Context: an optimization exercise on an open-source flow, tuned for small area, a short achievable clock period and few clock cycles. The choices shown serve that exercise and are no tape-out recipe.
Function was checked by simulation only, so behaviour that the tests miss may differ from the original.
Power is estimated from default activity; no workload was simulated.

06-12:
Design RV32ICore, start of the top module:
module RV32ICore(
    input         CPU_CLK,
    input         CPU_RST,
    output [31:0] imem_addr,
    input  [31:0] imem_rdata,
    output        dmem_rd,
    output [3:0]  dmem_wstrb,
    output [31:0] dmem_addr,
    output [31:0] dmem_wdata,
    input  [31:0] dmem_rdata,
    input         dmem_wait
    );
export LEC_CHECK = 0
export ABC_CLOCK_PERIOD_IN_PS = 4000
export CAP_MARGIN = 20
export CELL_PAD_IN_SITES_DETAIL_PLACEMENT = 1
export CELL_PAD_IN_SITES_GLOBAL_PLACEMENT = 2
export CORE_MARGIN = 2
export CORE_UTILIZATION = 30
export SETUP_SLACK_MARGIN = 5
export SLEW_MARGIN = 20
create_clock -name core_clock -period 12.0 [get_ports {CPU_CLK}]
run.sh (not shown) runs the stock make flow with config.mk's settings and CLKGATE_MAP_FILE= SYNTH_SCRIPT=/design/flow/synth_recipe.tcl, a recipe that flattens the netlist after the stock synthesis.
Testbench counts of 06-12, summed over its fixed seeds: cycles 31,203.
Input changes introduced in 11-15 (baseline for comparison: 06-12):
diff --git a/flow/design.v b/flow/design.v
--- a/flow/design.v
+++ b/flow/design.v
@@ -99,26 +99,34 @@
     wire d_we    = d_wr & (rd != 5'd0);
     wire use1    = d_jalr | d_br | d_load | d_store | d_opi | d_op | (d_csr & ~f3[2]);
     wire use2    = d_br | d_store | d_op;
     wire [31:0] imm_i = {{20{inst[31]}}, inst[31:20]};
     wire [31:0] imm_s = {{20{inst[31]}}, inst[31:25], inst[11:7]};
     wire [31:0] imm_b = {{19{inst[31]}}, inst[31], inst[7], inst[30:25], inst[11:8], 1'b0};
     wire [31:0] imm_u = {inst[31:12], 12'b0};
     wire [31:0] imm_j = {{11{inst[31]}}, inst[31], inst[19:12], inst[20], inst[30:21], 1'b0};
     wire [31:0] d_imm = d_store ? imm_s :
                         d_br    ? imm_b :
                         (d_lui | d_auipc) ? imm_u :
                         d_jal   ? imm_j : imm_i;
-    wire [31:0] rf1 = (rs1 != 5'd0 && rf_v[rs1]) ? rf[rs1] : 32'b0;
-    wire [31:0] rf2 = (rs2 != 5'd0 && rf_v[rs2]) ? rf[rs2] : 32'b0;
+    reg  [31:0] rf1, rf2;
+    integer ri;
+    always @(*) begin
+        rf1 = 32'b0;
+        rf2 = 32'b0;
+        for (ri = 1; ri < 32; ri = ri + 1) begin
+            rf1 = rf1 | ({32{rs1 == ri && rf_v[ri]}} & rf[ri]);
+            rf2 = rf2 | ({32{rs2 == ri && rf_v[ri]}} & rf[ri]);
+        end
+    end
     wire [31:0] w_ext;
     wire [31:0] w_data = w_load ? w_ext : w_res;
     wire m_hit1 = m_we & ~m_load & (m_rd == rs1);
     wire m_hit2 = m_we & ~m_load & (m_rd == rs2);
     wire w_hit1 = w_we & (w_rd == rs1);
     wire w_hit2 = w_we & (w_rd == rs2);
     wire [31:0] byp1 = m_hit1 ? m_res : w_hit1 ? w_data : rf1;
     wire [31:0] byp2 = m_hit2 ? m_res : w_hit2 ? w_data : rf2;
     wire e_hit1 = e_valid & e_we & (e_rd == rs1);
     wire e_hit2 = e_valid & e_we & (e_rd == rs2);
     assign luse = v_d & (
         (use1 & ((e_hit1 & e_load) | (m_we & m_load & (m_rd == rs1)))) |
@@ -178,25 +186,31 @@
     wire lt  = (a[31] == b[31]) ? sum[31] : a[31];
     wire eq  = (a == b);
     function [31:0] rev32(input [31:0] x);
         integer k;
         for (k = 0; k < 32; k = k + 1) rev32[k] = x[31-k];
     endfunction
     wire [31:0] sh_in  = e_left ? rev32(a) : a;
     wire        sh_fill = e_arith & ~e_left & sh_in[31];
     wire [31:0] sh_r   = (sh_in >> b[4:0]) | ({32{sh_fill}} & ~(32'hffffffff >> b[4:0]));
     wire [31:0] sh_out = e_left ? rev32(sh_r) : sh_r;
     wire [31:0] pc4 = e_pc + 32'd4;
     wire [31:0] tgt = e_pc + e_imm;
-    wire [31:0] csr_old = csr_v[e_csr_a] ? csr[e_csr_a] : 32'b0;
+    reg  [31:0] csr_old;
+    integer ci;
+    always @(*) begin
+        csr_old = 32'b0;
+        for (ci = 0; ci < 16; ci = ci + 1)
+            csr_old = csr_old | ({32{e_csr_a == ci && csr_v[ci]}} & csr[ci]);
+    end
     wire [31:0] csr_new = (e_f3[1:0] == 2'b01) ? a :
                           (e_f3[1:0] == 2'b10) ? (csr_old | a) : (csr_old & ~a);
     wire [31:0] result =
         ({32{r_add}}  & sum[31:0]) |
         ({32{r_slt}}  & {31'b0, lt}) |
         ({32{r_sltu}} & {31'b0, ltu}) |
         ({32{r_xor}}  & (a ^ b)) |
         ({32{r_or}}   & (a | b)) |
         ({32{r_and}}  & (a & b)) |
         ({32{r_sh}}   & sh_out) |
         ({32{r_link}} & pc4) |
         ({32{e_csr}}  & csr_old);
==> comparison <==
- 11-15 gives less total stage count of the critical path than 06-12 did.
- 11-15 drops more vias than 06-12.
- Of 11-15 and 06-12, the lower net count after synthesis belongs to 06-12.
- The synthesized cell count of 11-15 is higher than that of 06-12.
- 11-15 vs. 06-12: share of the core filled with cells in the final layout went up by 0.19 points.
- 11-15 vs. 06-12: fmax barely changed, register share of total power climbed 3.0 points, largest net degree at the start of global routing climbed 39.
- 06-12 → 11-15: power now sits lower, number of buffers outside the clock class in the layout grew by 67.
- Relative to 06-12, signed area change from the synthesized netlist to the final layout increased by 0.46 points in 11-15.
Testbench counts of 11-15, summed over its fixed seeds: cycles 31,203.

job 9163:
The RTL this note starts from:
==> flow/design.v <==
`timescale 1ns / 1ps
module RV32ICore(
    input         CPU_CLK,
    input         CPU_RST,
    output [31:0] imem_addr,
    input  [31:0] imem_rdata,
    output        dmem_rd,
    output [3:0]  dmem_wstrb,
    output [31:0] dmem_addr,
    output [31:0] dmem_wdata,
    input  [31:0] dmem_rdata,
    input         dmem_wait
    );
    wire clk = CPU_CLK;
    wire rst = CPU_RST;
    reg  [31:0] pc_f;
    reg  [31:0] pc_r, pc_d;
    reg         v_r, pt_r, v_d, pt_d, rhold;
    reg  [31:0] rbuf, ir;
    reg         bp_v;
    reg  [31:0] bp_tag, bp_tgt;
    reg         e_valid, e_pt;
    reg  [31:0] e_pc, e_rs1v, e_rs2v, e_imm;
    reg  [4:0]  e_rd;
    reg         e_we, e_load, e_store, e_br, e_jal, e_jalr, e_csr;
    reg         e_f1, e_f2, e_bimm;
    reg         e_off4, e_off8, e_off12;
    reg  [2:0]  e_f3;
    reg         e_sub, e_left, e_arith;
    reg         r_add, r_slt, r_sltu, r_xor, r_or, r_and, r_sh, r_link;
    reg  [3:0]  e_csr_a;
    reg         m_we, m_rdreq, m_load;
    reg  [3:0]  m_wstrb;
    reg  [31:0] m_res, m_wdata;
    reg  [4:0]  m_rd;
    reg  [2:0]  m_f3;
    reg         w_we, w_load;
    reg  [4:0]  w_rd;
    reg  [31:0] w_res;
    reg  [2:0]  w_f3;
    reg  [31:0] rf [1:31];
    reg  [31:1] rf_v;
    reg  [31:0] csr [0:15];
    reg  [15:0] csr_v;
    wire stall_m = (m_rdreq | (|m_wstrb)) & dmem_wait;
    wire redirect;
    wire [31:0] redirect_pc;
    wire luse;
    wire skip1, skip2;
    assign imem_addr = pc_f;
    wire bp_hit = bp_v & (pc_f == bp_tag);
    wire [31:0] inst_r = rhold ? rbuf : imem_rdata;
    always @(posedge clk) begin
        if (rst) begin
            pc_f <= 32'b0;
            v_r <= 1'b0;
            pt_r <= 1'b0;
            v_d <= 1'b0;
            pt_d <= 1'b0;
            rhold <= 1'b0;
        end else if (redirect & ~stall_m) begin
            pc_f <= redirect_pc;
            v_r <= 1'b0;
            v_d <= 1'b0;
            rhold <= 1'b0;
        end else if (stall_m | (luse & ~skip1 & ~skip2)) begin
            rhold <= 1'b1;
            if (~rhold) rbuf <= imem_rdata;
        end else begin
            pc_f <= bp_hit ? bp_tgt : pc_f + 32'd4;
            pc_r <= pc_f;
            pt_r <= bp_hit;
            v_r <= 1'b1;
            ir <= inst_r;
            pc_d <= pc_r;
            pt_d <= pt_r;
            v_d <= v_r & ~skip2;
            rhold <= 1'b0;
        end
    end
    wire [31:0] inst = ir;
    wire [6:0] op  = inst[6:0];
    wire [4:0] rd  = inst[11:7];
    wire [2:0] f3  = inst[14:12];
    wire [4:0] rs1 = inst[19:15];
    wire [4:0] rs2 = inst[24:20];
    wire d_lui   = op == 7'b0110111;
    wire d_auipc = op == 7'b0010111;
    wire d_jal   = op == 7'b1101111;
    wire d_jalr  = op == 7'b1100111;
    wire d_br    = op == 7'b1100011;
    wire d_load  = op == 7'b0000011;
    wire d_store = op == 7'b0100011;
    wire d_opi   = op == 7'b0010011;
    wire d_op    = op == 7'b0110011;
    wire d_csr   = (op == 7'b1110011) & (f3[1:0] != 2'b00);
    wire d_csri  = d_csr & f3[2];
    wire d_wr    = d_lui | d_auipc | d_jal | d_jalr | d_load | d_opi | d_op | d_csr;
    wire d_we    = d_wr & (rd != 5'd0);
    wire use1    = d_jalr | d_br | d_load | d_store | d_opi | d_op | (d_csr & ~f3[2]);
    wire use2    = d_br | d_store | d_op;
    wire [31:0] imm_i = {{20{inst[31]}}, inst[31:20]};
    wire [31:0] imm_s = {{20{inst[31]}}, inst[31:25], inst[11:7]};
    wire [31:0] imm_b = {{19{inst[31]}}, inst[31], inst[7], inst[30:25], inst[11:8], 1'b0};
    wire [31:0] imm_u = {inst[31:12], 12'b0};
    wire [31:0] imm_j = {{11{inst[31]}}, inst[31], inst[19:12], inst[20], inst[30:21], 1'b0};
    wire [31:0] d_imm = d_store ? imm_s :
                        d_br    ? imm_b :
                        (d_lui | d_auipc) ? imm_u :
                        d_jal   ? imm_j : imm_i;
    wire [31:0] rf1 = (rs1 != 5'd0 && rf_v[rs1]) ? rf[rs1] : 32'b0;
    wire [31:0] rf2 = (rs2 != 5'd0 && rf_v[rs2]) ? rf[rs2] : 32'b0;
    wire [31:0] w_ext;
    wire [31:0] w_data = w_load ? w_ext : w_res;
    wire m_hit1 = m_we & ~m_load & (m_rd == rs1);
    wire m_hit2 = m_we & ~m_load & (m_rd == rs2);
    wire w_hit1 = w_we & (w_rd == rs1);
    wire w_hit2 = w_we & (w_rd == rs2);
    wire [31:0] byp1 = m_hit1 ? m_res : w_hit1 ? w_data : rf1;
    wire [31:0] byp2 = m_hit2 ? m_res : w_hit2 ? w_data : rf2;
    wire e_hit1 = e_valid & e_we & (e_rd == rs1);
    wire e_hit2 = e_valid & e_we & (e_rd == rs2);
    assign luse = v_d & (
        (use1 & ((e_hit1 & e_load) | (m_we & m_load & (m_rd == rs1)))) |
        (use2 & ((e_hit2 & e_load) | (m_we & m_load & (m_rd == rs2)))));
    wire alu_r = d_op;
    wire alu_i = d_opi;
    wire is_alu = alu_r | alu_i;
    wire d_sub   = (alu_r & f3 == 3'b000 & inst[30]) | d_br | (is_alu & (f3 == 3'b010 | f3 == 3'b011));
    wire d_sh    = is_alu & (f3 == 3'b001 | f3 == 3'b101);
    always @(posedge clk) begin
        if (rst) begin
            e_valid <= 1'b0;
            e_we <= 1'b0; e_load <= 1'b0; e_store <= 1'b0; e_br <= 1'b0;
            e_jal <= 1'b0; e_jalr <= 1'b0; e_csr <= 1'b0; e_pt <= 1'b0;
        end else if (~stall_m) begin
            e_valid <= v_d & ~redirect & ~luse & ~skip1 & ~skip2;
            e_pt    <= pt_d;
            e_pc    <= pc_d;
            e_rs1v  <= d_lui ? 32'b0 : d_auipc ? pc_d : d_csri ? {27'b0, rs1} : byp1;
            e_rs2v  <= byp2;
            e_imm   <= d_imm;
            e_off4  <= (d_br | d_jal) & (d_imm == 32'd4);
            e_off8  <= (d_br | d_jal) & (d_imm == 32'd8);
            e_off12 <= (d_br | d_jal) & (d_imm == 32'd12);
            e_f1    <= e_hit1 & use1;
            e_f2    <= e_hit2;
            e_rd    <= rd;
            e_we    <= d_we;
            e_load  <= d_load;
            e_store <= d_store;
            e_br    <= d_br;
            e_jal   <= d_jal;
            e_jalr  <= d_jalr;
            e_csr   <= d_csr;
            e_bimm  <= ~(d_op | d_br);
            e_f3    <= f3;
            e_sub   <= d_sub;
            e_left  <= f3 == 3'b001;
            e_arith <= inst[30];
            r_add   <= ~(is_alu & f3 != 3'b000) & ~d_jal & ~d_jalr & ~d_csr;
            r_slt   <= is_alu & f3 == 3'b010;
            r_sltu  <= is_alu & f3 == 3'b011;
            r_xor   <= is_alu & f3 == 3'b100;
            r_or    <= is_alu & f3 == 3'b110;
            r_and   <= is_alu & f3 == 3'b111;
            r_sh    <= d_sh;
            r_link  <= d_jal | d_jalr;
            e_csr_a <= inst[23:20];
        end
    end
    wire [31:0] a   = e_f1 ? m_res : e_rs1v;
    wire [31:0] r2  = e_f2 ? m_res : e_rs2v;
    wire [31:0] b   = e_bimm ? e_imm : r2;
    wire [31:0] bx  = e_sub ? ~b : b;
    wire [32:0] sum = {1'b0, a} + {1'b0, bx} + {32'b0, e_sub};
    wire ltu = ~sum[32];
    wire lt  = (a[31] == b[31]) ? sum[31] : a[31];
    wire eq  = (a == b);
    function [31:0] rev32(input [31:0] x);
        integer k;
        for (k = 0; k < 32; k = k + 1) rev32[k] = x[31-k];
    endfunction
    wire [31:0] sh_in  = e_left ? rev32(a) : a;
    wire        sh_fill = e_arith & ~e_left & sh_in[31];
    wire [31:0] sh_r   = (sh_in >> b[4:0]) | ({32{sh_fill}} & ~(32'hffffffff >> b[4:0]));
    wire [31:0] sh_out = e_left ? rev32(sh_r) : sh_r;
    wire [31:0] pc4 = e_pc + 32'd4;
    wire [31:0] tgt = e_pc + e_imm;
    wire [31:0] csr_old = csr_v[e_csr_a] ? csr[e_csr_a] : 32'b0;
    wire [31:0] csr_new = (e_f3[1:0] == 2'b01) ? a :
                          (e_f3[1:0] == 2'b10) ? (csr_old | a) : (csr_old & ~a);
    wire [31:0] result =
        ({32{r_add}}  & sum[31:0]) |
        ({32{r_slt}}  & {31'b0, lt}) |
        ({32{r_sltu}} & {31'b0, ltu}) |
        ({32{r_xor}}  & (a ^ b)) |
        ({32{r_or}}   & (a | b)) |
        ({32{r_and}}  & (a & b)) |
        ({32{r_sh}}   & sh_out) |
        ({32{r_link}} & pc4) |
        ({32{e_csr}}  & csr_old);
    reg cond;
    always @(*) begin
        case (e_f3)
            3'b000: cond = eq;
            3'b001: cond = ~eq;
            3'b100: cond = lt;
            3'b101: cond = ~lt;
            3'b110: cond = ltu;
            3'b111: cond = ~ltu;
            default: cond = 1'b0;
        endcase
    end
    wire br_taken = e_br & cond;
    wire jump    = e_jal | br_taken;
    wire sk1     = jump & ~e_pt & e_off8 & ~pt_d;
    wire sk2     = jump & ~e_pt & e_off12 & ~pt_d & ~pt_r;
    assign skip1 = e_valid & sk1;
    assign skip2 = e_valid & sk2;
    assign redirect = e_valid & (e_jalr | (jump & ~e_pt & ~e_off4 & ~sk1 & ~sk2) | (e_pt & ~br_taken));
    assign redirect_pc = e_jalr ? sum[31:0] : (br_taken | e_jal) ? tgt : pc4;
    wire [3:0] strb = (e_f3[1:0] == 2'b00) ? (4'b0001 << sum[1:0]) :
                      (e_f3[1:0] == 2'b01) ? (sum[1] ? 4'b1100 : 4'b0011) : 4'b1111;
    wire [31:0] wd  = (e_f3[1:0] == 2'b00) ? {4{r2[7:0]}} :
                      (e_f3[1:0] == 2'b01) ? {2{r2[15:0]}} : r2;
    always @(posedge clk) begin
        if (rst) begin
            csr_v <= 16'b0;
        end else if (e_valid & e_csr & ~stall_m) begin
            csr_v[e_csr_a] <= 1'b1;
        end
        if (e_valid & e_csr & ~stall_m)
            csr[e_csr_a] <= csr_new;
    end
    always @(posedge clk) begin
        if (rst)
            bp_v <= 1'b0;
        else if (e_valid & br_taken & ~e_pt & e_imm[31] & ~stall_m) begin
            bp_v <= 1'b1;
            bp_tag <= e_pc;
            bp_tgt <= tgt;
        end
    end
    always @(posedge clk) begin
        if (rst) begin
            m_we <= 1'b0; m_rdreq <= 1'b0; m_wstrb <= 4'b0; m_load <= 1'b0;
        end else if (~stall_m) begin
            m_we    <= e_valid & e_we;
            m_rdreq <= e_valid & e_load;
            m_wstrb <= (e_valid & e_store) ? strb : 4'b0;
            m_load  <= e_load;
            m_res   <= result;
            m_wdata <= wd;
            m_rd    <= e_rd;
            m_f3    <= e_f3;
        end
    end
    assign dmem_rd    = m_rdreq;
    assign dmem_wstrb = m_wstrb;
    assign dmem_addr  = m_res;
    assign dmem_wdata = m_wdata;
    always @(posedge clk) begin
        if (rst) begin
            w_we <= 1'b0;
        end else begin
            w_we <= m_we & ~stall_m;
        end
        w_load <= m_load;
        w_rd   <= m_rd;
        w_res  <= m_res;
        w_f3   <= m_f3;
    end
    wire [15:0] w_half = w_res[1] ? dmem_rdata[31:16] : dmem_rdata[15:0];
    wire [7:0]  w_byte = w_res[0] ? w_half[15:8] : w_half[7:0];
    assign w_ext = (w_f3[1:0] == 2'b00) ? {{24{w_byte[7] & ~w_f3[2]}}, w_byte} :
                   (w_f3[1:0] == 2'b01) ? {{16{w_half[15] & ~w_f3[2]}}, w_half} : dmem_rdata;
    always @(posedge clk) begin
        if (w_we) rf[w_rd] <= w_data;
    end
    always @(posedge clk) begin
        if (rst) rf_v <= 31'b0;
        else if (w_we) rf_v[w_rd] <= 1'b1;
    end
endmodule
==> flow/config.mk <==
export PLATFORM = sky130hd
export DESIGN_NAME = RV32ICore
export DESIGN_NICKNAME = RV32ICore
export VERILOG_FILES = /design/flow/design.v
export SDC_FILE = /design/flow/constraint.sdc
export NUM_CORES = 4
export LEC_CHECK = 0
export CAP_MARGIN = 20
export CELL_PAD_IN_SITES_DETAIL_PLACEMENT = 1
export CELL_PAD_IN_SITES_GLOBAL_PLACEMENT = 2
export CORE_MARGIN = 2
export CORE_UTILIZATION = 30
export SLEW_MARGIN = 20
==> flow/constraint.sdc <==
create_clock -name core_clock -period 12.0 [get_ports {CPU_CLK}]
set_input_delay 2.4000 -clock core_clock [delete_from_list [all_inputs] [get_ports {CPU_CLK}]]
set_output_delay 2.4000 -clock core_clock [all_outputs]
set_load 0.01 [all_outputs]
Looking at the reports, job 9163 completed the entire flow and the layout it produced met the timing, DRC and antenna checks.
Testbench counts of job 9163, summed over its fixed seeds: cycles 31,203.
Changes in job 4692 relative to job 9163:
-- flow/design.v --
<<< job 9163, line 15
    wire rst = CPU_RST;
    reg  [31:0] pc_f;
    reg  [31:0] pc_r, pc_d;
    reg         v_r, pt_r, v_d, pt_d, rhold;
    reg  [31:0] rbuf, ir;
    reg         bp_v;
    reg  [31:0] bp_tag, bp_tgt;
>>> job 4692, line 15
    wire rst = CPU_RST;
    reg  [31:0] pc_f;
    reg  [31:0] pc_d;
    reg         v_d, pt_d, use_hold;
    reg  [31:0] ir_hold;
    reg         bp_v;
    reg  [31:0] bp_tag, bp_tgt;
<<< job 9163, line 25
    reg         e_we, e_load, e_store, e_br, e_jal, e_jalr, e_csr;
    reg         e_f1, e_f2, e_bimm;
    reg         e_off4, e_off8, e_off12;
    reg  [2:0]  e_f3;
    reg         e_sub, e_left, e_arith;
>>> job 4692, line 25
    reg         e_we, e_load, e_store, e_br, e_jal, e_jalr, e_csr;
    reg         e_f1, e_f2, e_bimm;
    reg  [2:0]  e_f3;
    reg         e_sub, e_left, e_arith;
<<< job 9163, line 47
    wire [31:0] redirect_pc;
    wire luse;
    wire skip1, skip2;
    assign imem_addr = pc_f;
    wire bp_hit = bp_v & (pc_f == bp_tag);
    wire [31:0] inst_r = rhold ? rbuf : imem_rdata;
    always @(posedge clk) begin
        if (rst) begin
            pc_f <= 32'b0;
            v_r <= 1'b0;
            pt_r <= 1'b0;
            v_d <= 1'b0;
            pt_d <= 1'b0;
            rhold <= 1'b0;
        end else if (redirect & ~stall_m) begin
            pc_f <= redirect_pc;
            v_r <= 1'b0;
            v_d <= 1'b0;
            rhold <= 1'b0;
        end else if (stall_m | (luse & ~skip1 & ~skip2)) begin
            rhold <= 1'b1;
            if (~rhold) rbuf <= imem_rdata;
        end else begin
            pc_f <= bp_hit ? bp_tgt : pc_f + 32'd4;
            pc_r <= pc_f;
            pt_r <= bp_hit;
            v_r <= 1'b1;
            ir <= inst_r;
            pc_d <= pc_r;
            pt_d <= pt_r;
            v_d <= v_r & ~skip2;
            rhold <= 1'b0;
        end
    end
    wire [31:0] inst = ir;
    wire [6:0] op  = inst[6:0];
    wire [4:0] rd  = inst[11:7];
>>> job 4692, line 46
    wire [31:0] redirect_pc;
    wire luse;
    assign imem_addr = pc_f;
    wire bp_hit = bp_v & (pc_f == bp_tag);
    always @(posedge clk) begin
        if (rst) begin
            pc_f <= 32'b0;
            v_d <= 1'b0;
            pt_d <= 1'b0;
            use_hold <= 1'b0;
        end else if (redirect & ~stall_m) begin
            pc_f <= redirect_pc;
            v_d <= 1'b0;
            use_hold <= 1'b0;
        end else if (stall_m | luse) begin
            use_hold <= 1'b1;
        end else begin
            pc_f <= bp_hit ? bp_tgt : pc_f + 32'd4;
            pc_d <= pc_f;
            pt_d <= bp_hit;
            v_d <= 1'b1;
            use_hold <= 1'b0;
        end
    end
    wire [31:0] inst = use_hold ? ir_hold : imem_rdata;
    always @(posedge clk) ir_hold <= inst;
    wire [6:0] op  = inst[6:0];
    wire [4:0] rd  = inst[11:7];
<<< job 9163, line 135
            e_jal <= 1'b0; e_jalr <= 1'b0; e_csr <= 1'b0; e_pt <= 1'b0;
        end else if (~stall_m) begin
            e_valid <= v_d & ~redirect & ~luse & ~skip1 & ~skip2;
            e_pt    <= pt_d;
            e_pc    <= pc_d;
>>> job 4692, line 125
            e_jal <= 1'b0; e_jalr <= 1'b0; e_csr <= 1'b0; e_pt <= 1'b0;
        end else if (~stall_m) begin
            e_valid <= v_d & ~redirect & ~luse;
            e_pt    <= pt_d;
            e_pc    <= pc_d;
<<< job 9163, line 141
            e_rs2v  <= byp2;
            e_imm   <= d_imm;
            e_off4  <= (d_br | d_jal) & (d_imm == 32'd4);
            e_off8  <= (d_br | d_jal) & (d_imm == 32'd8);
            e_off12 <= (d_br | d_jal) & (d_imm == 32'd12);
            e_f1    <= e_hit1 & use1;
            e_f2    <= e_hit2;
>>> job 4692, line 131
            e_rs2v  <= byp2;
            e_imm   <= d_imm;
            e_f1    <= e_hit1 & use1;
            e_f2    <= e_hit2;
<<< job 9163, line 214
    end
    wire br_taken = e_br & cond;
    wire jump    = e_jal | br_taken;
    wire sk1     = jump & ~e_pt & e_off8 & ~pt_d;
    wire sk2     = jump & ~e_pt & e_off12 & ~pt_d & ~pt_r;
    assign skip1 = e_valid & sk1;
    assign skip2 = e_valid & sk2;
    assign redirect = e_valid & (e_jalr | (jump & ~e_pt & ~e_off4 & ~sk1 & ~sk2) | (e_pt & ~br_taken));
    assign redirect_pc = e_jalr ? sum[31:0] : (br_taken | e_jal) ? tgt : pc4;
    wire [3:0] strb = (e_f3[1:0] == 2'b00) ? (4'b0001 << sum[1:0]) :
>>> job 4692, line 201
    end
    wire br_taken = e_br & cond;
    assign redirect = e_valid & (e_jal | e_jalr | (e_pt ^ br_taken));
    assign redirect_pc = e_jalr ? sum[31:0] : (br_taken | e_jal) ? tgt : pc4;
    wire [3:0] strb = (e_f3[1:0] == 2'b00) ? (4'b0001 << sum[1:0]) :
Notes after the runs:
- Job 4692 ends up with higher routed wire length than job 9163 does.
- Number of clock buffers inserted by TritonCTS: job 4692 vs job 9163 down 3
- Job 4692 vs. job 9163: number of global-route vias before repair climbed 22%; number of buffers added on ports barely changed.
- Comparing final worst slack for job 9163 and job 4692, the bigger number came from job 4692.
- Post-route standard cell area excluding fillers in job 4692 vs job 9163: down about 0.4%
- Diff job 9163 -> job 4692: met2 layer wire length in the routed design went up 4.8%, static leakage power went up 5.1%.
- Against job 9163 as the reference, job 4692 delivers a lower routed wirelength normalized by instance count.
- Job 4692 — total power 1.5% lower, job 9163 as reference
- Total of clock buffers placed in the layout, job 9163 and job 4692: larger value in job 4692
Testbench counts of job 4692, summed over its fixed seeds: cycles 31,561.

[port drivers added, routing unchanged]
The flow's constraints put no driver on any port. The routed layouts listed below were extracted and timed again, unchanged, in two steps.
Step 1, drivers: a clkbuf_16 drives CPU_CLK and a buf_2 each remaining input, both assumed.
Step 2, shift: input delay + t, output delay - t, t = (earliest + latest rising clock arrival at the registers) / 2. This alone moves slack from input paths to output paths.
Three values: ideal ports, drivers, drivers and shift; two values: the first two.
run	shift t [ns]	setup slack, ns	clock arrival spread, ns	worst data-port slew with drivers (ns)	pins driven straight from the clock port
06-12	1.002	5.376 / 5.376 / 5.376	0.062 / 0.062	0.21	1
11-15	1.016	5.371 / 5.371 / 5.371	0.101 / 0.101	0.11	1
job 9163	0.992	2.918 / 2.918 / 2.918	0.091 / 0.091	0.15	1
job 4692	1.018	4.628 / 4.706 / 3.688	0.099 / 0.099	0.15	1
After both steps setup and hold are still met in every run listed. For job 4692, which loses most, drivers alone change the setup slack by +0.078 ns; drivers and shift together by -0.940 ns.
